From an optimization exercise on the open Yosys and OpenROAD flow, aimed at small area, a short achievable clock period and few clock cycles per item; shortcuts taken in it are not production practice.
RTL that was checked went through simulation tests only; none was proved equivalent to the original.

Design gcd, start of the top module:
module gcd (
    input  logic        clk_i,
    input  logic        rst_i,
    input  logic        start_i,
    input  logic [31:0] a_i,
    input  logic [31:0] b_i,
    output logic        busy_o,
    output logic        valid_o,
    output logic [31:0] result_o
);
For scale: about 930 cells after synthesis, ~70 flip-flops, roughly 100 I/O pins, about 0.0074 mm² of cells after synthesis.
==> module gcd, before the edit <==
module gcd (
    input  logic        clk_i,
    input  logic        rst_i,
    input  logic        start_i,
    input  logic [31:0] a_i,
    input  logic [31:0] b_i,
    output logic        busy_o,
    output logic        valid_o,
    output logic [31:0] result_o
);
    logic [31:0] a, b;
    logic [4:0]  k;
    logic        run;
    logic both_odd, both_even, swap;
    assign both_odd  = a[0] & b[0];
    assign both_even = ~a[0] & ~b[0];
    assign swap      = a[0] & ~b[0];
    localparam int W = 31;
    logic [W-1:0] x1, x2, hp, hg, gg, pp, d;
    logic         cout;
    assign x1 = a[31:1];
    assign x2 = b[31:1];
    assign hg = x1 & ~x2;
    assign hp = ~(x1 ^ x2);             
    always_comb begin
        gg = hg;
        pp = hp;
        for (int l = 0; l < 5; l++)
            for (int i = 0; i < W; i++)
                if ((i >> l) & 1) begin
                    gg[i] = gg[i] | (pp[i] & gg[((i >> l) << l) - 1]);
                    pp[i] = pp[i] & pp[((i >> l) << l) - 1];
                end
    end
    assign cout = gg[W-1];              
    always_comb begin
        d[0] = ~hp[0];
        for (int i = 1; i < W; i++)
            d[i] = hp[i] ^ ~cout ^ (gg[i-1] | (cout & pp[i-1]));
    end
    logic eq, a_zero, k_zero, fin;
    assign eq     = both_odd & (&hp);
    assign a_zero = ~|a;
    assign k_zero = ~|k;
    assign fin    = a_zero | eq;
    logic [3:0] dlow, sd;               
    assign dlow = ~hp[3:0];
    always_comb begin
        if (dlow[0])      sd = 4'b0001;
        else if (dlow[1]) sd = 4'b0010;
        else if (dlow[2]) sd = 4'b0100;
        else              sd = 4'b1000;
    end
    logic [31:0] ye, yes, e;
    assign ye = swap ? (b >> 1) : (a >> 1);
    always_comb begin
        if (both_even || ye[0]) yes = ye;
        else if (ye[1])         yes = ye >> 1;
        else if (ye[2])         yes = ye >> 2;
        else                    yes = ye >> 3;
    end
    assign e = run ? (yes & {32{~both_odd}}) : a_i;
    logic [3:0] sel;
    assign sel = sd & {4{run & both_odd}};
    logic [31:0] ds, d0;
    assign d0 = {1'b0, d};
    always_comb begin
        for (int i = 0; i < 32; i++) begin
            ds[i] = e[i] | (sel[0] & d0[i]);
            if (i + 1 < 32) ds[i] = ds[i] | (sel[1] & d0[i+1]);
            if (i + 2 < 32) ds[i] = ds[i] | (sel[2] & d0[i+2]);
            if (i + 3 < 32) ds[i] = ds[i] | (sel[3] & d0[i+3]);
        end
    end
    always_ff @(posedge clk_i or posedge rst_i) begin
        if (rst_i) run <= 1'b0;
        else if (!run) run <= start_i;
        else if (fin && k_zero) run <= 1'b0;
    end
    always_ff @(posedge clk_i) begin
        a <= ds;
        if (!run) begin
            b <= b_i;
            k <= 5'd0;
        end else begin
            if (fin) begin
                b <= b << 1;
                k <= k - 5'd1;
            end else if (both_even) begin
                b <= b >> 1;
                k <= k + 5'd1;
            end else if (swap || (both_odd && !cout)) begin
                b <= a;
            end
        end
    end
    assign busy_o   = run;
    assign valid_o  = run & fin & k_zero;
    assign result_o = b;
endmodule
==> flow/config.mk <==
export PLATFORM = sky130hd
export DESIGN_NAME = gcd
export DESIGN_NICKNAME = gcd
export VERILOG_FILES = /design/flow/design.v
export SDC_FILE = /design/flow/constraint.sdc
export NUM_CORES = 4
export LEC_CHECK = 0
export CAP_MARGIN = 20
export CORE_MARGIN = 2
export CORE_UTILIZATION = 40
export PLACE_DENSITY = 0.6
export SETUP_SLACK_MARGIN = 2.0
export SLEW_MARGIN = 20
==> flow/constraint.sdc <==
create_clock -name core_clock -period 6.0 [get_ports {clk_i}]
set_input_delay 1.2000 -clock core_clock [delete_from_list [all_inputs] [get_ports {clk_i}]]
set_output_delay 1.2000 -clock core_clock [all_outputs]
set_load 0.01 [all_outputs]
standard.sh (not shown) runs the stock make flow with config.mk's settings and CLKGATE_MAP_FILE= SYNTH_SCRIPT=/design/flow/synth_recipe.tcl, a recipe that flattens the netlist after the stock synthesis.
==> flow/flow/run.sh <==
#!/bin/bash
# The standard layout (the standard.sh, unchanged synthesis), except that
# the buffer put on each input and output port is the smallest buffer cell.
set -euo pipefail
export BUFFER_PORTS_ARGS="-buffer_cell sky130_fd_sc_hd__buf_1"
bash standard.sh > standard.log 2>&1
==> next run, changes <==
--- a/flow/design.v
+++ b/flow/design.v
@@ -43,34 +43,27 @@
     assign a_zero = ~|a;
     assign k_zero = ~|k;
     assign fin    = a_zero | eq;
-    logic [3:0] dlow, sd;               
-    assign dlow = ~hp[3:0];
+    logic [31:0] ye, y;
+    logic [3:0]  ylow;
+    assign ye = swap ? (b >> 1) : (a >> 1);
+    assign y  = both_odd ? {1'b0, d} : ye;
+    assign ylow = both_odd ? ~hp[3:0] : ye[3:0];
+    logic [1:0] s;
     always_comb begin
-        if (dlow[0])      sd = 4'b0001;
-        else if (dlow[1]) sd = 4'b0010;
-        else if (dlow[2]) sd = 4'b0100;
-        else              sd = 4'b1000;
+        if (both_even)    s = 2'd0;
+        else if (ylow[0]) s = 2'd0;
+        else if (ylow[1]) s = 2'd1;
+        else if (ylow[2]) s = 2'd2;
+        else              s = 2'd3;
     end
-    logic [31:0] ye, yes, e;
-    assign ye = swap ? (b >> 1) : (a >> 1);
+    logic [31:0] ds;
     always_comb begin
-        if (both_even || ye[0]) yes = ye;
-        else if (ye[1])         yes = ye >> 1;
-        else if (ye[2])         yes = ye >> 2;
-        else                    yes = ye >> 3;
-    end
-    assign e = run ? (yes & {32{~both_odd}}) : a_i;
-    logic [3:0] sel;
-    assign sel = sd & {4{run & both_odd}};
-    logic [31:0] ds, d0;
-    assign d0 = {1'b0, d};
-    always_comb begin
-        for (int i = 0; i < 32; i++) begin
-            ds[i] = e[i] | (sel[0] & d0[i]);
-            if (i + 1 < 32) ds[i] = ds[i] | (sel[1] & d0[i+1]);
-            if (i + 2 < 32) ds[i] = ds[i] | (sel[2] & d0[i+2]);
-            if (i + 3 < 32) ds[i] = ds[i] | (sel[3] & d0[i+3]);
-        end
+        case (s)
+            2'd0: ds = y;
+            2'd1: ds = y >> 1;
+            2'd2: ds = y >> 2;
+            default: ds = y >> 3;
+        endcase
     end
     always_ff @(posedge clk_i or posedge rst_i) begin
         if (rst_i) run <= 1'b0;
@@ -78,11 +71,12 @@
         else if (fin && k_zero) run <= 1'b0;
     end
     always_ff @(posedge clk_i) begin
-        a <= ds;
         if (!run) begin
+            a <= a_i;
             b <= b_i;
             k <= 5'd0;
         end else begin
+            a <= ds;
             if (fin) begin
                 b <= b << 1;
                 k <= k - 5'd1;
=> Via count climbs by a few percent; worst setup slack improves by 0.023 ns; final cell count came out lower by a few percent; die area shrinks by a few percent; core utilization is lower by 0.73 points; non-clock buffer count is lower by 2; wire length came out higher by roughly a tenth; design area fell by a few percent; synthesized cell count falls by a few percent; clock skew fell by 0.0034 ns.
Testbench counts after the change, summed over its fixed seeds: cycles 57,461, items 2,400.
The RTL of the first run of this note was laid out without a check of its function.

## static timing again, ports no longer ideal
Ports are ideal in the flow. The routed layouts listed here were re-timed in OpenROAD.
Step 1, drivers: a clkbuf_16 drives clk_i and a buf_2 each remaining input, both assumed.
Step 2 times the ports against the registers' clock, not the clock port: input delays grow and output delays shrink by t, the midpoint of the rising clock arrivals with the driver on.
Three values: no drivers, after step 1, after step 2; two values: the first two.
| run | t (ns) | setup WS [ns] | hold slack, ns | worst data-port slew with drivers (ns) | pins driven straight from the clock port |
|---|---|---|---|---|---|
| the first run | 0.395 | 2.126 / 2.082 / 2.209 | 0.510 / 0.510 / 0.510 | 0.04 | 1 |
| the second run | 0.388 | 2.149 / 2.107 / 2.163 | 0.538 / 0.538 / 0.538 | 0.04 | 1 |
After both steps every run listed still meets setup and hold.
